Source: an optimization exercise on an open RTL-to-GDS flow (aim: small area). Production flows keep margins and buffers that such runs may drop. The RTL of this run was laid out without a check of its function. Power figures rest on the tool's default switching activity, not on a simulated workload.

==> design/flow/design.v <==
module MUX2TO1
	(
		input[31:0] a, b, 
		input sel,
		output [31:0] res
	);
assign res = sel ? a : b ;
endmodule
module MUX3TO1
	(
		input[31:0] a, b,c , 
		input [1:0]sel,
		output [31:0] res
	);
	assign res = (sel== 2'b00) ? a : (sel == 2'b01) ? b : (sel == 2'b10) ? c  : 32'b0 ;
endmodule
module MUX5
(
	input[4:0] a, b, 
	input sel,
	output [4:0] res);
assign res = sel ? a : b ;
endmodule
module Sign_Extend
	(
		input [15:0] in,
		output [31:0] out
	);
	assign out = {in[7], in[7], in[7], in[7], in[7], in[7], in[7], in[7], in[7], in[7], in[7], in[7], in[7], in[7], in[7], in[7], in[15:0]};
endmodule
module ALU 
  (
    input [31:0] in1,
    input [31:0] in2,
    input [3:0] cmd,
    output [31:0] result
  );
  reg [31:0] Y;
  always @(in1 or in2 or cmd)begin
    case (cmd)
      4'b0000:  Y = in1 + in2;
      4'b0010:  Y = in1 - in2;
      4'b0110:  Y = ~ (in1 | in2);
      4'b0100:  Y = in1 & in2;
      4'b0101:  Y = in1 | in2;
      4'b0111:  Y = in1 ^ in2;
      4'b1000:  Y = in1 << in2;
      4'b1010:  Y = in1 >> in2;
      4'b1001:  Y = $signed(in1) >>> in2;
      default:  Y = 32'b0;
    endcase       
  end
  assign result = Y;
endmodule
module Condition_Check
	(
		input [1:0] Br_type,
		input [31:0] Val1,
		input [31:0] Src2_Val,
		output Branch_Taken
	);
	assign Branch_Taken = ((Br_type == 2'b01) && (Val1 == 32'b0))? 1 :
						((Br_type == 2'b10) && (Val1 != Src2_Val))? 1 :
						(Br_type == 2'b11)? 1 :
						(Br_type == 2'b00)? 0 : 0;
endmodule
module Control_Unit
	(
		input [5:0] opcode, 
		output reg [3:0] alu_command,
		output reg mem_read, 
		output reg mem_write, 
		output reg wb_enable, 
		output reg is_immediate,
		output reg [1:0] branch,
		output reg is_single_source
	);
	always@(*)
	begin
		mem_read = 1'b0;
		mem_write = 1'b0;
		wb_enable = 1'b0;
		is_immediate = 1'b0;
		branch = 2'b0;
		alu_command = 4'b0;
		is_single_source = 1'b0;
	case(opcode)
		6'd0 :
			begin
			mem_read = 1'b0;
			mem_write = 1'b0;
			wb_enable = 1'b0;
			is_immediate = 1'b0;
			branch = 2'b0;
			alu_command = 4'b0;
			is_single_source = 1'b0;
			end
		6'd1 :
			begin
			mem_read = 1'b0;
			mem_write = 1'b0;
			wb_enable = 1'b1;
			is_immediate = 1'b0;
			branch = 2'b0;
			alu_command = 4'b0;
			is_single_source = 1'b0;
			end
		6'd3 :
			begin
			mem_read = 1'b0;
			mem_write = 1'b0;
			wb_enable = 1'b1;
			is_immediate = 1'b0;
			branch = 2'b0;
			alu_command = 4'b0010;
			is_single_source = 1'b0;
			end
		6'd5 :
			begin
			mem_read = 1'b0;
			mem_write = 1'b0;
			wb_enable = 1'b1;
			is_immediate = 1'b0;
			branch = 2'b0;
			alu_command = 4'b0100;
			is_single_source = 1'b0;
			end
		6'd6 :
			begin
			mem_read = 1'b0;
			mem_write = 1'b0;
			wb_enable = 1'b1;
			is_immediate = 1'b0;
			branch = 2'b0;
			alu_command = 4'b0101;
			is_single_source = 1'b0;
			end
		6'd7 :
			begin
			mem_read = 1'b0;
			mem_write = 1'b0;
			wb_enable = 1'b1;
			is_immediate = 1'b0;
			branch = 2'b0;
			alu_command = 4'b0110;
			is_single_source = 1'b0;
			end
		6'd8 :
			begin
			mem_read = 1'b0;
			mem_write = 1'b0;
			wb_enable = 1'b1;
			is_immediate = 1'b0;
			branch = 2'b0;
			alu_command = 4'b0111;
			is_single_source = 1'b0;
			end
		6'd9 :
			begin
			mem_read = 1'b0;
			mem_write = 1'b0;
			wb_enable = 1'b1;
			is_immediate = 1'b0;
			branch = 2'b0;
			alu_command = 4'b1000;
			end
		6'd10 :
			begin
			mem_read = 1'b0;
			mem_write = 1'b0;
			wb_enable = 1'b1;
			is_immediate = 1'b0;
			branch = 2'b0;
			alu_command = 4'b1000;
			is_single_source = 1'b0;
			end
		6'd11 :
			begin
			mem_read = 1'b0;
			mem_write = 1'b0;
			wb_enable = 1'b1;
			is_immediate = 1'b0;
			branch = 2'b0;
			alu_command = 4'b1001;
			is_single_source = 1'b0;
			end
		6'd12 :
			begin
			mem_read = 1'b0;
			mem_write = 1'b0;
			wb_enable = 1'b1;
			is_immediate = 1'b0;
			branch = 2'b0;
			alu_command = 4'b1010;
			is_single_source = 1'b0;
			end
		6'd32 :
			begin
			mem_read = 1'b0;
			mem_write = 1'b0;
			wb_enable = 1'b1;
			is_immediate = 1'b1;
			branch = 2'b0;
			alu_command = 4'b0;
			is_single_source = 1'b1;
			end
		6'd33 :
			begin
			mem_read = 1'b0;
			mem_write = 1'b0;
			wb_enable = 1'b1;
			is_immediate = 1'b1;
			branch = 2'b0;
			alu_command = 4'b0010;
			is_single_source = 1'b1;
			end
		6'd36 :
			begin
			mem_read = 1'b1;
			mem_write = 1'b0;
			wb_enable = 1'b1;
			is_immediate = 1'b1;
			branch = 2'b0;
			alu_command = 4'b0000;
			is_single_source = 1'b1;
			end
		6'd37 :
			begin
			mem_read = 1'b0;
			mem_write = 1'b1;
			wb_enable = 1'b0;
			is_immediate = 1'b1;
			branch = 2'b0;
			alu_command = 4'b0000;
			is_single_source = 1'b0;
			end
		6'd40 :
			begin
			mem_read = 1'b0;
			mem_write = 1'b0;
			wb_enable = 1'b0;
			is_immediate = 1'b1;
			branch = 2'b01;
			alu_command = 4'b0;
			is_single_source = 1'b1;
			end
		6'd41 :
			begin
			mem_read = 1'b0;
			mem_write = 1'b0;
			wb_enable = 1'b0;
			is_immediate = 1'b1;
			branch = 2'b10;
			alu_command = 4'b0;
			is_single_source = 1'b0;
			end
		6'd42 :
			begin
			mem_read = 1'b0;
			mem_write = 1'b0;
			wb_enable = 1'b0;
			is_immediate = 1'b1;
			branch = 2'b11;
			alu_command = 4'b0;
			is_single_source = 1'b1;
			end
	endcase
end
endmodule
module Registers_File
    (
        input clk,
        input rst,
        input [4:0] src1,
        input [4:0] src2,
        input [4:0] dest,
        input [31:0] Write_Val,
        input Write_EN,
        output [31:0] reg1,
        output [31:0] reg2
    );
    reg [31:0] Reg [0:31];
    integer i;
    always @(negedge clk or posedge rst) begin
        if (rst) begin
            for (i = 0; i < 32; i = i + 1)
                Reg[i] <= 32'b0;
        end
        else if ((Write_EN) && (dest != 5'b0)) begin
            Reg[dest] <= Write_Val;
        end
    end
    assign reg1 = Reg[src1];
    assign reg2 = Reg[src2];
endmodule
module Hazard_Detection_Unit (
  	input is_forward ,
	input single_source,
	input [4:0] src1,
	input [4:0] src2,
	input [4:0] Exe_Dest,
	input Exe_WB_EN,
	input [4:0] Mem_Dest,
	input Mem_WB_EN,
	input Exe_RD_EN,
	output Hazard_Detected
);
 	wire Hazard_Detected_nf, Hazard_Detected_f;
	assign Hazard_Detected_nf = (single_source && Exe_Dest == src1 && Exe_WB_EN) ? 1 :
		 (single_source && src1 == Mem_Dest && Mem_WB_EN) ? 1 :
		 (!single_source && (Exe_Dest == src1 || Exe_Dest == src2) && Exe_WB_EN) ? 1 :
		 (!single_source && (src1 == Mem_Dest || src2 == Mem_Dest) && Mem_WB_EN) ? 1 : 0;
	assign Hazard_Detected_f = 
		((Exe_Dest == src1 || (Exe_Dest == src2 && !single_source)) && Exe_Dest != 5'b0 && Exe_RD_EN)? 1 : 0;
	assign  Hazard_Detected = is_forward ? Hazard_Detected_f : Hazard_Detected_nf;
endmodule
module Forwarding_Unit
  (
    input [4:0] ID_reg_out_dest,
    input [4:0] ID_reg_out_src1,
    input [4:0] ID_reg_out_src2,
    input EXE_reg_out_WBEN ,
    input [4:0] EXE_reg_out_DEST ,
    input [4:0] MEM_reg_out_DEST ,
    input MEM_reg_out_WBEN,
    input ID_reg_out_MEM_W, 
    output  [1:0]forward_a_select,
    output  [1:0]forward_b_select,
    output  [1:0]st_val_select
    );
  assign forward_a_select = ((ID_reg_out_src1 == EXE_reg_out_DEST) && EXE_reg_out_WBEN == 1'b1 && EXE_reg_out_DEST != 5'b0) ? 2'b01 :
      ((ID_reg_out_src1 == MEM_reg_out_DEST) && MEM_reg_out_WBEN == 1'b1 && MEM_reg_out_DEST != 5'b0) ? 2'b10 : 2'b00;
  assign forward_b_select = (!ID_reg_out_MEM_W && (ID_reg_out_src2 == EXE_reg_out_DEST) && EXE_reg_out_WBEN == 1'b1 && EXE_reg_out_DEST != 5'b0) ? 2'b01 :
      (!ID_reg_out_MEM_W && (ID_reg_out_src2 == MEM_reg_out_DEST) && MEM_reg_out_WBEN == 1'b1 && MEM_reg_out_DEST != 5'b0) ? 2'b10 : 2'b00;
  assign st_val_select = (MEM_reg_out_WBEN && (MEM_reg_out_DEST == ID_reg_out_dest) &&  MEM_reg_out_DEST != 5'b0)? 2'b10 : 
      (EXE_reg_out_WBEN && (EXE_reg_out_DEST == ID_reg_out_src2) &&  EXE_reg_out_DEST != 5'b0)? 2'b01 : 2'b00;
endmodule
module IF_Stage
	(
		input clk, 
		input rst,
		input Br_taken,
		input hazard_freeze,
		input [31:0] Br_Addr,
		input freeze,
		output reg[31:0] PC,
		output [31:0] Inst_Addr
	);
wire [31:0] PC_in;
	always @(posedge clk or posedge rst)
	begin
		if(rst)
			PC <= 32'b0;
		else if(freeze || hazard_freeze)
			PC <= PC_in;
		else
			PC <= PC_in + 32'd4;
	end
	MUX2TO1 pc_mux (
		.a				(Br_Addr),
		.b 				(PC),
		.sel 			(Br_taken),
		.res 			(PC_in)
	);
	assign Inst_Addr = PC_in;
endmodule
module IF_Stage_reg
	(
		input clk, 
		input rst,
		input flush,
		input hazard_freeze,
		input [31:0] PC_in, 
		input [31:0] Instruction_in,
		input freeze,
		output reg [31:0] PC, 
		output reg [31:0] Instruction
	);
	always@(posedge clk or posedge rst)
	begin
		if(rst)
		begin
			PC <= 32'b0;
			Instruction <= 32'b0;
		end
		else if (flush)
		  begin
		    Instruction <=32'b0 ;
		    end
		else if(!hazard_freeze && !freeze) 
		begin
			Instruction <= Instruction_in;
			PC <= PC_in;
		end
	end
endmodule
module ID_Stage
	(
		input clk, 
		input rst,
		input [31:0] Instruction,
		input [31:0] WB_Data,
		input [4:0] WB_Dest,
		input WB_Write_Enable,
		input [4:0] EXE_Dest,
		input Exe_WB_EN,
		input [4:0] MEM_Dest,
		input MEM_WB_EN,
		input is_forward,
		input MEM_R_EN_regout,
		output [31:0]Val1, Val2, Reg2, 
		output [4:0] Dest, 
		output [1:0] Branch_Type,
		output Br_Taken,  
		output  [3:0] EXE_CMD,
		output  MEM_R_EN,
		output  MEM_W_EN,
		output  WB_EN,
		output Hazard_Detected_Signal,
		output [4:0] src1,
		output [4:0] src2  
	);
	wire [31:0] signed_out;
	wire MEM_R_EN_ctrl, MEM_W_EN_ctrl, WB_EN_ctrl, is_Imm_ctrl;
	wire [3:0] EXE_CMD_ctrl;
	wire [1:0] Branch_Type_ctrl;
	wire is_Imm, single_src;
	Registers_File registers_file (
		.clk 				(clk),
		.rst 				(rst),
		.src1				(Instruction[25:21]),
		.src2 				(Instruction[20:16]),
		.dest 				(WB_Dest), 
		.Write_Val 			(WB_Data), 
		.Write_EN 			(WB_Write_Enable), 
		.reg1 				(Val1), 
		.reg2 				(Reg2)
	);
	Sign_Extend sign_extend (
		.in 				(Instruction[15:0]), 
		.out 				(signed_out)
	);
	MUX2TO1 mux_reg2 (
		.a 					(signed_out), 
		.b 					(Reg2), 
		.sel 				(is_Imm), 
		.res 				(Val2)
	);
	MUX5 mux_dest (
		.a 					(Instruction[20:16]), 
		.b 					(Instruction[15:11]), 
		.sel 				(is_Imm), 
		.res 				(Dest)
	);
	Hazard_Detection_Unit hazard_detection (
		.is_forward 		(is_forward),
		.single_source 		(single_src),
		.src1 				(Instruction[25:21]),
		.src2 				(Instruction[20:16]),
	 	.Exe_Dest			(EXE_Dest),
		.Exe_WB_EN 			(Exe_WB_EN),
		.Mem_Dest			(MEM_Dest),
		.Mem_WB_EN 			(MEM_WB_EN),
		.Exe_RD_EN 			(MEM_R_EN_regout),
		.Hazard_Detected 	(Hazard_Detected_Signal)
	);
	MUX5 hazard_mux1 (
		.a 					(5'b0),
		.b 					({MEM_R_EN_ctrl, MEM_W_EN_ctrl, WB_EN_ctrl, Branch_Type_ctrl}),
		.sel 				(Hazard_Detected_Signal),
		.res 				({MEM_R_EN, MEM_W_EN, WB_EN, Branch_Type})
	);
	MUX5 hazard_mux2 (
		.a 					(5'b0),
		.b 					({EXE_CMD_ctrl, is_Imm_ctrl}),
		.sel 				(Hazard_Detected_Signal),
		.res 				({EXE_CMD, is_Imm})
	);
	Control_Unit controller (
		.opcode 			(Instruction[31:26]), 
		.alu_command 		(EXE_CMD_ctrl), 
		.mem_read 			(MEM_R_EN_ctrl), 
		.mem_write 			(MEM_W_EN_ctrl), 
		.wb_enable 			(WB_EN_ctrl), 
		.is_immediate 		(is_Imm_ctrl), 
		.branch 			(Branch_Type_ctrl),
		.is_single_source	(single_src)
	);
	assign Br_Taken = (Instruction[31:29] == 3'b101)? 1'b1 : 1'b0;
	assign src1 = Instruction[25:21];
  	assign src2 = Instruction[20:16];
endmodule
module ID_Stage_reg
	(
		input clk,
		input rst,
		input flush,
		input [4:0] src1_in ,
		input [4:0] src2_in ,
		input [4:0] Dest_in,
		input [31:0] Reg2_in,
		input [31:0] Val2_in,
		input [31:0] Val1_in,
		input [31:0] PC_in,
		input [1:0] Br_type_in,
		input [3:0] EXE_CMD_in,
		input MEM_R_EN_in,
		input MEM_W_EN_in,
		input WB_EN_in,
		input freeze,
		output reg [4:0] Dest,
		output reg [31:0] Reg2,
		output reg [31:0] Val2,
		output reg [31:0] Val1,
		output reg [31:0] PC_out,
		output reg [1:0] Br_type,
		output reg [3:0] EXE_CMD,
		output reg MEM_R_EN,
		output reg MEM_W_EN,
		output reg WB_EN ,
		output reg [4:0] src1_out ,
		output reg [4:0] src2_out 
	);
	always@(posedge clk or posedge rst)
	begin
		if(rst )
		begin
			EXE_CMD <= 0;
			MEM_R_EN <= 0;
			MEM_W_EN <= 0;
			WB_EN <= 0; 
			PC_out <= 0;
			Br_type <= 0;
			Dest <= 0;
			Val1 <= 0;
			Val2 <= 0;
			Reg2 <= 0;
			src1_out <= 5'b0 ;
			src2_out <= 5'b0 ;
		end 
		else if (flush) begin
		  EXE_CMD <= 0;
			MEM_R_EN <= 0;
			MEM_W_EN <= 0;
			WB_EN <= 0; 
			PC_out <= 0;
			Br_type <= 0;
			Dest <= 0;
			Val1 <= 0;
			Val2 <= 0;
			Reg2 <= 0;
			src1_out <= 5'b0 ;
			src2_out <= 5'b0 ;
		  end
		else if(!freeze) begin
			EXE_CMD <= EXE_CMD_in;
			MEM_R_EN <= MEM_R_EN_in;
			MEM_W_EN <= MEM_W_EN_in;
			WB_EN <= WB_EN_in; 
			PC_out <= PC_in;
			Br_type <= Br_type_in;
			Dest <= Dest_in;
			Val1 <= Val1_in;
			Val2 <= Val2_in;
			Reg2 <= Reg2_in;
			src1_out <= src1_in ;
			src2_out <= src2_in ;
		end
	end
endmodule
module EXE_Stage
	(
		input clk,		
		input [3:0] EXE_CMD,
		input [31:0] val1,
		input [31:0] val2,
		input [31:0] PC,
		input [1:0] Br_type,
		input [1:0] sel_A, sel_B, sel_ST,
		input [31:0] reg_2,
		input [31:0] MEM_ALU_result, 
		input [31:0] WB_ALU_result,
		output [31:0] ALU_result,
		output reg [31:0] Br_Addr,
		output Br_taken,
		output [31:0] Src2_Val
	);
	wire [31:0] in_A , in_B ;
	always @(PC or val2) begin
		Br_Addr <= PC + {val2[29:0], 2'd0};
	end
	Condition_Check condition_check (
		.Br_type 			(Br_type), 
		.Val1 				(in_A), 
		.Src2_Val 			(Src2_Val), 
		.Branch_Taken 		(Br_taken)
	);
	MUX3TO1 MUXA (
		.a 					(val1),
		.b 					(MEM_ALU_result),
		.c 					(WB_ALU_result), 
		.sel 				(sel_A),
    	.res 				(in_A)
	);
	MUX3TO1 MUXB (
    	.a 					(val2),
    	.b 					(MEM_ALU_result),
    	.c 					(WB_ALU_result), 
		.sel 				(sel_B),
		.res 				(in_B)
	);
	MUX3TO1 MUXST (
		.a 					(reg_2),
		.b 					(MEM_ALU_result),
		.c 					(WB_ALU_result), 
		.sel 				(sel_ST),
		.res 				(Src2_Val)
	);
	ALU alu (
		.in1 				(in_A), 
		.in2 				(in_B), 
		.cmd 				(EXE_CMD), 
		.result 			(ALU_result)
	);
endmodule
module EXE_Stage_reg
	(
		input clk,
		input rst,
		input WB_en_in,
		input MEM_R_EN_in,
		input MEM_W_EN_in,
		input [31:0] ALU_result_in,
		input [31:0] ST_val_in,
		input [4:0] Dest_in,
		input freeze,
		output reg WB_en,
		output reg MEM_R_EN,
		output reg MEM_W_EN,
		output reg [31:0] ALU_result,
		output reg [31:0] ST_Val,
		output reg [4:0] Dest
	);
	always@(posedge clk or posedge rst)
	begin
		if(rst)
		begin
			WB_en <= 0;
			MEM_R_EN <= 0;
			MEM_W_EN <= 0;
			ALU_result <= 0;
			ST_Val <= 0;
			Dest <= 0;
		end
		else if(!freeze) begin
			WB_en <= WB_en_in;
			MEM_R_EN <= MEM_R_EN_in;
			MEM_W_EN <= MEM_W_EN_in;
			ALU_result <= ALU_result_in;
			ST_Val <= ST_val_in;
			Dest <= Dest_in;
		end
	end
endmodule
module SRAM_Controller
  (
    input clk,
    input rst,
    input wr_en,
    input rd_en,
    input [31:0] address,
    input [31:0] writeData,
    output [31:0] readData,
    output ready,
    input [15:0] SRAM_DQ_in,
    output [15:0] SRAM_DQ_out,
    output reg [17:0] SRAM_ADDR,
    output reg SRAM_WE_N
  );
  reg[2:0] count;
  wire[2:0] count_nx = count + 3'd1;
  reg[15:0] Data1, Data2;
  reg[15:0] wr_data;
  always@(posedge clk)
  begin
    if(rst)
    begin
      count <= 0;
      SRAM_WE_N <= 1; 
      SRAM_ADDR <= 18'd0;
    end
    else 
    begin
      if(wr_en)
      begin
        count <= count_nx;
        case(count_nx)
          3'd1:
            begin
               SRAM_ADDR <= {address[17:2], 2'd0};
               wr_data <= writeData[15:0];
               SRAM_WE_N <= 0;
            end
          3'd2:
            begin
              SRAM_ADDR <= {address[17:2], 2'd1};
              wr_data <= writeData[31:16];
              SRAM_WE_N <= 0;
            end
          3'd3:
            begin
              SRAM_WE_N <= 1;
            end
          3'd4:
            begin
            end
          3'd5:
            begin
            end
          3'd6: 
            begin 
              count <= 3'd0;
            end
        endcase
      end 
      else if(rd_en) 
      begin
      SRAM_WE_N <= 1;
        count <= count_nx;
        case(count_nx)
          3'd1:
            begin
              SRAM_ADDR <= {address[17:2], 2'd0};
            end
          3'd2:
            begin
              SRAM_ADDR <= {address[17:2], 2'd1};
              Data1 <= SRAM_DQ_in;
            end
          3'd3:
            begin
              Data2 <= SRAM_DQ_in;
            end
          3'd4:
            begin
            end
          3'd5:
            begin
            end
          3'd6: 
            begin
              count <= 0;
            end
       endcase
      end
    end
  end
  assign ready = (!(rd_en || wr_en) || (count == 5))? 1 : 0;
  assign SRAM_DQ_out = wr_data;
  assign readData = {Data2, Data1};
endmodule
module MEM_Stage
	(
		input clk,
		input rst ,
		input MEM_R_EN_in,
		input MEM_W_EN_in,
		input [31:0] ALU_result_in,
		input [31:0] ST_val,
    	input wb_en_mem_in ,
		output [31:0] MEM_read_value,
		output MEM_WB_EN_MUX,  
		input [15:0] SRAM_DQ_in,	 
		output [15:0] SRAM_DQ_out,	 
		output [17:0] SRAM_ADDR,	 
		output SRAM_WE_N,			 
		output freeze
	);
	wire [31:0] Address;
	wire ready;
	SRAM_Controller SRAM_Controller (
		.clk 					(clk),
		.rst  					(rst),
		.wr_en 					(MEM_W_EN_in),
		.rd_en 					(MEM_R_EN_in), 
		.address 				(ALU_result_in),
		.writeData 				(ST_val),
   		.readData 				(MEM_read_value),
		.ready 					(ready),
		.SRAM_DQ_in				(SRAM_DQ_in),
		.SRAM_DQ_out			(SRAM_DQ_out),
		.SRAM_ADDR 				(SRAM_ADDR),
		.SRAM_WE_N 				(SRAM_WE_N)
	);
	assign MEM_WB_EN_MUX = ready? wb_en_mem_in : 0;
	assign freeze = ~ready;
endmodule
module MEM_Stage_reg
	(
		input clk,
		input rst,
		input WB_en_in,
		input MEM_R_EN_in,
		input [31:0] ALU_result_in,
		input [31:0] Mem_read_value_in,
		input [4:0] Dest_in,
		input freeze,
		output reg WB_en,
		output reg MEM_R_EN,
		output reg [31:0] ALU_result,
		output reg [31:0] Mem_read_value,
		output reg [4:0] Dest
	);
	always@(posedge clk or posedge rst)
	begin
		if(rst)
		begin
			WB_en <= 0;
			MEM_R_EN <= 0;
			ALU_result <= 0;
			Mem_read_value <= 0;
			Dest <= 0;
		end
		else if (!freeze) begin
			WB_en <= WB_en_in;
			MEM_R_EN <= MEM_R_EN_in;
			ALU_result <= ALU_result_in;
			Mem_read_value <= Mem_read_value_in;
			Dest <= Dest_in;
		end
	end
endmodule
module WB_Stage
	(
		input clk,
		input WB_en_in,
		input MEM_R_EN,
		input [31:0] ALU_result,
		input [31:0] Mem_read_value,
		input [4:0] Dest_in,
		output WB_en,
		output [31:0] Write_value,
		output [4:0] Dest
	);
	assign WB_en = WB_en_in;
	assign Dest = Dest_in;
	MUX2TO1 wb_mux (
		.a 				(Mem_read_value),
		.b 				(ALU_result),
		.sel 			(MEM_R_EN),
		.res 			(Write_value)
	);
endmodule
module mips_core
	(
		input			clk,
		input			rst,			 
		input			is_forward,		 
		output	[31:0]	inst_addr,
		input	[31:0]	inst_data,
		output	[17:0]	sram_addr,
		output			sram_we_n,
		output	[15:0]	sram_dq_out,
		input	[15:0]	sram_dq_in,
		output			wb_en,
		output	[4:0]	wb_dest,
		output	[31:0]	wb_data
	);
wire [31:0] PC, BrAddress, instruction, PCf, instruction_out, Result_WB_Value, val1_ID, val2_ID, Reg2_ID, Reg2, val1, val2, PC_ID_OUT;
wire [31:0] ALU_res_MEM, ALU_result_toReg, BrAddress_EXE, ST_Val, Data, ALU_Result_WBin, memreadval;
wire MEM_W_EN_EXE, MEM_R_EN_EXE, WB_EN_EXE, WB_EN_MEM, MEM_R_EN_MEM, MEM_W_EN_MEM, MEM_R_EN_WB;
wire Br_taken_IF, WB_EN, WB_en_output, WB_EN_input, Br_taken, MEM_R_EN_ID, MEM_W_EN_ID, WB_EN_ID;
wire [4:0] Dest_WB, Dest_ID, Dest_MEM, Dest_out, WBdestAddress;
wire [1:0] Br_type_ID, Br_type;
wire [3:0 ] EXE_CMD_Sig, EXECMD;
wire hazard_freeze, freeze , wb_out;
wire [1:0] frwA , frwB , stSelect ;
wire [4:0] src1 , src2 ;
wire [31:0] st_val_out ,st_val_in ;
wire isFrw;
assign isFrw = is_forward;
IF_Stage if_stage (
	.clk 					(clk),
	.rst 					(rst),
	.PC 					(PC),
	.hazard_freeze			(hazard_freeze),
	.freeze 				(freeze),
	.Br_taken 				(Br_taken_IF),
	.Br_Addr 				(BrAddress_EXE),
	.Inst_Addr 				(inst_addr)
);
assign instruction = inst_data;
IF_Stage_reg if_stage_reg (
	.clk 					(clk),
	.rst 					(rst),
	.PC_in 					(PC),
	.hazard_freeze			(hazard_freeze),
	.freeze 				(freeze),
	.Instruction_in 		(instruction),
	.flush 					(Br_taken_IF),
	.PC 					(PCf),
	.Instruction 			(instruction_out)
);
wire [4:0] source1, source2;
ID_Stage id_stage (
	.is_forward 			(isFrw),
	.clk 					(clk),
	.rst 					(rst),
	.Instruction 			(instruction_out),
	.WB_Data 				(Result_WB_Value),
	.WB_Dest 				(Dest_WB),
	.WB_Write_Enable 		(WB_en_output),
  	.MEM_R_EN_regout 		(MEM_R_EN_EXE),
	.EXE_Dest				(Dest_MEM),
	.Exe_WB_EN				(WB_EN_EXE),
	.MEM_Dest				(Dest_out),
	.MEM_WB_EN				(WB_EN_MEM),
	.Val1 					(val1_ID), 
	.Val2 					(val2_ID),
	.Reg2 					(Reg2_ID), 
	.Dest 					(Dest_ID), 
	.Branch_Type 			(Br_type_ID),  
	.Br_Taken 				(Br_taken), 
	.EXE_CMD 				(EXE_CMD_Sig),
	.MEM_R_EN 				(MEM_R_EN_ID),
	.MEM_W_EN 				(MEM_W_EN_ID),
	.WB_EN 					(WB_EN_ID),
	.Hazard_Detected_Signal	(hazard_freeze),
	.src1 					(source1),
	.src2 					(source2)
);
ID_Stage_reg id_stage_reg	(
	.clk 					(clk),
	.rst 					(rst),
	.freeze 				(freeze),
	.flush 					(Br_taken_IF),
	.src1_in  				(source1),
	.src2_in  				(source2),
	.Dest_in 				(Dest_ID),
	.Reg2_in 				(Reg2_ID),
	.Val2_in 				(val2_ID),
	.Val1_in				(val1_ID),
	.PC_in 					(PCf),
	.Br_type_in				(Br_type_ID),
	.EXE_CMD_in 			(EXE_CMD_Sig),
	.MEM_R_EN_in 			(MEM_R_EN_ID),
	.MEM_W_EN_in 			(MEM_W_EN_ID),
    .WB_EN_in 				(WB_EN_ID),
    .Dest 					(Dest_MEM),
	.Reg2 					(Reg2),
	.Val2 					(val2),
	.Val1 					(val1),
	.PC_out 				(PC_ID_OUT),
	.Br_type 				(Br_type),
	.EXE_CMD 				(EXECMD),
	.MEM_R_EN 				(MEM_R_EN_EXE),
	.MEM_W_EN 				(MEM_W_EN_EXE),
	.WB_EN 					(WB_EN_EXE),
	.src1_out  				(src1),
	.src2_out  				(src2)
);
Forwarding_Unit forwardingUnit(
    .ID_reg_out_dest 		(Dest_MEM),
    .ID_reg_out_src1 		(src1),
    .ID_reg_out_src2 		(src2),
    .EXE_reg_out_WBEN 		(WB_EN_MEM),
    .EXE_reg_out_DEST 		(Dest_out),
    .MEM_reg_out_DEST 		(WBdestAddress),
    .MEM_reg_out_WBEN  		(WB_EN_input),
  	.ID_reg_out_MEM_W  		(MEM_W_EN_EXE),
    .forward_a_select 		(frwA),
    .forward_b_select  		(frwB),
    .st_val_select 			(stSelect)
);
EXE_Stage exe_stage (
    .clk 					(clk),
    .sel_A   				(frwA),
    .sel_B   				(frwB),
    .sel_ST 				(stSelect),
    .reg_2  				(Reg2),
	.EXE_CMD 				(EXECMD),
	.val1 					(val1),
	.val2 					(val2),
	.PC 					(PC_ID_OUT),
	.Br_type 				(Br_type),
	.MEM_ALU_result		 	(ALU_res_MEM),
	.WB_ALU_result 			(Result_WB_Value),
	.ALU_result 			(ALU_result_toReg),
	.Br_Addr 				(BrAddress_EXE),
	.Br_taken 				(Br_taken_IF),
	.Src2_Val 				(st_val_in)	
);
EXE_Stage_reg exe_stage_reg (
	.clk 					(clk),
	.rst 					(rst),
	.freeze 				(freeze),
	.WB_en_in 				(WB_EN_EXE),
	.MEM_R_EN_in 			(MEM_R_EN_EXE),
	.MEM_W_EN_in 			(MEM_W_EN_EXE),
	.ALU_result_in 			(ALU_result_toReg),
	.ST_val_in 				(st_val_in),
	.Dest_in 				(Dest_MEM),
	.WB_en 					(WB_EN_MEM),
	.MEM_R_EN 				(MEM_R_EN_MEM),
	.MEM_W_EN 				(MEM_W_EN_MEM),
	.ALU_result 			(ALU_res_MEM),
	.ST_Val 				(st_val_out),
	.Dest 					(Dest_out)
);	
MEM_Stage mem_stage (
	.clk 					(clk),
	.rst 					(rst),
	.MEM_R_EN_in 			(MEM_R_EN_MEM),
	.MEM_W_EN_in 			(MEM_W_EN_MEM),
	.ALU_result_in 			(ALU_res_MEM),
	.ST_val 				(st_val_out),
	.MEM_read_value 		(Data),
	.SRAM_DQ_in				(sram_dq_in),
	.SRAM_DQ_out			(sram_dq_out),
	.SRAM_ADDR				(sram_addr),
	.SRAM_WE_N 				(sram_we_n),
	.wb_en_mem_in			(WB_EN_MEM),
	.MEM_WB_EN_MUX  		(wb_out),
	.freeze 				(freeze)
);
MEM_Stage_reg mem_stage_reg (
	.clk 					(clk),
	.rst 					(rst),
	.freeze 				(freeze),
	.WB_en_in 				(wb_out),
	.MEM_R_EN_in 			(MEM_R_EN_MEM),
	.ALU_result_in 			(ALU_res_MEM),
	.Mem_read_value_in 		(Data),
	.Dest_in 				(Dest_out),
	.WB_en 					(WB_EN_input),
	.MEM_R_EN 				(MEM_R_EN_WB),
	.ALU_result 			(ALU_Result_WBin),
	.Mem_read_value 		(memreadval),
	.Dest 					(WBdestAddress)
);
WB_Stage wb_stage (
	.clk 					(clk),
	.WB_en_in 				(WB_EN_input),
	.MEM_R_EN 				(MEM_R_EN_WB),
	.ALU_result 			(ALU_Result_WBin),
	.Mem_read_value 		(memreadval),
	.Dest_in 				(WBdestAddress),
	.WB_en 					(WB_en_output),
    .Write_value			(Result_WB_Value),
    .Dest 					(Dest_WB)
);
assign wb_en   = WB_en_output;
assign wb_dest = Dest_WB;
assign wb_data = Result_WB_Value;
endmodule
==> design/flow/run.sh <==
#!/bin/bash
# synth_recipe.tcl (not shown) runs the flow's synth.tcl, then flattens the netlist and writes it again
# the make line also repeats each setting of config.mk as NAME=value (left out here)
make -C /OpenROAD-flow-scripts/flow DESIGN_CONFIG=/design/flow/config.mk WORK_HOME=/design/flow/orfs CLKGATE_MAP_FILE= SYNTH_SCRIPT=/design/flow/synth_recipe.tcl finish
==> design/flow/config.mk <==
export PLATFORM = sky130hd
export DESIGN_NAME = mips_core
export DESIGN_NICKNAME = mips_core
export VERILOG_FILES = /design/flow/design.v
export SDC_FILE = /design/flow/constraint.sdc
export NUM_CORES = 4
export LEC_CHECK = 0
export CAP_MARGIN = 20
export CORE_MARGIN = 2
export CORE_UTILIZATION = 40
export SLEW_MARGIN = 20
==> design/flow/constraint.sdc <==
create_clock -name core_clock -period 12.0 [get_ports {clk}]
set_input_delay 2.4000 -clock core_clock [delete_from_list [all_inputs] [get_ports {clk}]]
set_output_delay 2.4000 -clock core_clock [all_outputs]
set_load 0.01 [all_outputs]
==> out/metrics.yaml <==
synth:
  syn_nets: 9358
  synth_top_family_by_area: "compound AO/OA/AOI/OAI gates"
  synth_area_sq_um: 81000
  synth_edf_count: 48
  yosysWarnings: 11
  synth_cell_type_count: 110
  synth_top_area_share_pct: 31.6
  synth_cells: 9169
  synth-async-reset-ratio_pct: 95.4
  yosys.area_share.simple_pct: 15.3
  yosysTopAreaCell: "dfrtn_1"
  synthMuxAreaShare_pct: 3.69
  synth-adder-area-share_pct: 2.15
  synthTopCellsByCount: "1280 x nand2_1, 1053 x a21oi_1, 1024 x dfrtn_1, 954 x nor2_1, 713 x clkbuf_1"
  yosysSeqAreaShare_pct: 46.0
  synthFlopType: "dfrtn_1"
  synth_compound_area_share_pct: 26.0
  ys_top_cells_by_area: "dfrtn_1 32%, dfrtp_1 12%, a21oi_1 6.5%, nand2_1 5.9%, a221oi_1 4.7%"
  syn_avg_cell_area_sq_um: 8.84
  synth_xor_area_share_pct: 1.99
  ys_ff_latch: 1484
  yosysMostFrequentCell: "nand2_1"
cts:
  cts_buffer_depth: 3
  h-tree-depth: 4
  clk_pin_slew_ns: 0.06
  cts_resized: 0
  cts_buffers: 165
  postCtsHoldBufs: 0
  clock-root-buffer: "clkbuf_16"
  clk_latency_ns: 0.87
  post_cts_buffers: 0
  cts_tree: "done"
  cts_sinks: 1484
die:
  floorplan.die_area_sq_um: 206000
  fp.dieH_microns: 454
  die_width_microns: 454
  core.rowCount: 165
  initial_core_util_pct: 40.2
  core_area_sq_um: 202000
  pin_count: 156
sta:
  finalClockSkew_ns: 0.125
  finalSetupViolCount: 0
  fmax_ghz: 0.0997
  period_needed_ns: 10.03
  hold_viol: 0
  timing.final.crit_share_pct: 83.6
  slew_headroom_pct: 8.81
  rsz0062_at_grt: "no"
  whs_ns: 0.352
  slew_violations: 0
  worst_slew_pin_slew_ns: 1.36
  tns_ns: 0
detailed_routing:
  wl_mm: 426
  wl_per_cell_microns: 36.3
  vias_per_cell: 6.97
  vias: 81800
  drc: 0
  first_iter_violations: 13400
  antenna_left: 0
  firstDrtPassIters: 11
setup_path:
  slowest_delay_ns: 0.98
  crit_chain: "buf_4 > mux2i_4 > inv_1 > nor3_1 > o31a_1 > inv_1 > xnor2_1 > nand4_1 > nor4_2 > a31oi_4 > buf_4 > mux2_2 > clkdlybuf4s50_1"
  startpoint_type: "flip-flop"
  cp-end-kind: "output port"
  critPathRequiredTime_ns: 9.60
  cp_max_fo: 39
  cp.arrival_ns: 7.63
  crit_type: "flip-flop to output port"
  worst_path_max_delay_cell: "dfrtp_4"
  critPathTopFamily: "buffers and inverters"
  path_buf_inv: 5
global_routing:
  grt_max_degree: 148
  grt_usage_pct: 40.4
  gr-total-overflow: 0
  grt_pass1_vias: 76100
  grt_pass1_wl_mm: 591
  antenna_found_initial: 26
layout:
  drive_gt1_share_pct: 9.98
  syn2layout_area_growth_pct: 13.8
  final_cells: 11700
  fillers: 19300
  largest_register_ffs: 1024
  nets: 9104
  regMostFlops: "id_stage.registers_file.Reg"
  seqCellArea_sq_um: 37300
  multi_input_area_sq_um: 41000
run_status:
  status: "no timing/DRC/antenna violations"
power_and_ir_drop:
  power_density_nw_per_um2: 306
  peakVddDrop_v: 0.000251
  leakagePower_uw: 0.0390
  power_uw: 28200
hold_path:
  worstHoldPathType: "flip-flop to flip-flop"
place:
  dp_cells: 11400
  io_buffers: 154
  place_congestion: 1.02
  dpl.hpwl_mm: 264
flow_run:
  maxCapViolations: 0
worst register-to-register path, stage by stage, from the launching register on:
cell,delay (ns)
dfrtp_1,0.60
nand2b_1,0.29
nor3b_1,0.85
nor2b_4,0.93
buf_4,0.50
a21oi_1,0.15
cells by family after synthesis:
kind of cell	after synthesis
and+or+nand+nor	2911
AOI/OAI and AO/OA	3161
muxes	284
DFF	1484
buffers and inverters	1006
adders and majority gates	138
xor gates and xnor gates	184
other	1
power breakdown:
part	internal (uW)	switching [uW]	total (uW)	leakage (uW)
clock	3210	2290	5500	0.00287
sequential	6960	2120	9080	0.0194
combinational	4170	9470	13600	0.0168
total	14300	13900	28200	0.0390
routing by layer:
| metal | share of wire (%) | wire length, microns | global-route usage, % | vias up |
|---|---|---|---|---|
| li1 | - | - | - | 32900 |
| met1 | 35 | 151000 | 48.9 | 39700 |
| met2 | 40 | 171000 | 56.3 | 6908 |
| met3 | 15 | 61900 | 16.8 | 2300 |
| met4 | 10 | 42500 | 31.3 | 30 |
| met5 | 0.094 | 402 | 0.863 | - |
metrics by stage:
| stage | worst slack (ns) | area (sq um) | util [%] |
|---|---|---|---|
| 3_3_place_gp | 1.79 | 86000 | 42.6 |
| 2_1_floorplan | -15.50 | 81000 | - |
| 6_report | 1.97 | 92200 | 45.7 |
| 3_5_place_dp | 1.81 | 86100 | 42.7 |
| 5_1_grt | 1.82 | 92100 | 45.7 |
| 4_1_cts | 2.13 | 91900 | 45.6 |
cell usage in the layout, fill, tap and decap left out, types with 56 or more instances in the layout:
master,count
a211oi_1,88
a21oi_1,1050
a221oi_1,431
a22o_1,386
a22oi_1,179
a31oi_1,56
buf_4,261
clkbuf_16,167
clkdlybuf4s50_1,154
dfrtn_1,1024
dfrtp_1,388
ha_1,136
inv_1,130
mux2_2,96
mux2i_1,154
nand2_1,1268
nand3_1,155
nand4_1,167
nor2_1,876
nor2_4,77
nor3_1,163
o21ai_0,581
xnor2_1,147
final timing paths:
kind	startpoint	to	slack (ns)	cells past startpoint
setup / recovery	mem_stage_reg.MEM_R_EN$_DFFE_PP0N_	inst_addr[1]	1.97	13
min in group asynchronous	rst	id_stage_reg.Val1[30]$_DFFE_PP0P_	2.88	4
setup reg to reg	mem_stage_reg.Dest[1]$_DFFE_PP0N_	id_stage.registers_file.Reg[13][28]$_DFFE_NP0P_	2.42	5
hold / removal	id_stage.registers_file.Reg[0][4]$_DFFE_NP0P_	id_stage.registers_file.Reg[0][4]$_DFFE_NP0P_	0.35	0
max in group asynchronous	rst	id_stage.registers_file.Reg[10][20]$_DFFE_NP0P_	2.52	4
hold reg to reg	id_stage.registers_file.Reg[0][4]$_DFFE_NP0P_	id_stage.registers_file.Reg[0][4]$_DFFE_NP0P_	0.35	0
final cells by class:
cell class | instances | area share (%)
well taps | 2672 | 3.63
inverters | 139 | 0.576
diodes | 27 | 0.0733
multi-input cells | 6679 | 44.5
clock inverters | 73 | 1.13
clock buffers | 229 | 5.18
repair buffers | 446 | 4.48
flip-flops and latches | 1484 | 40.5
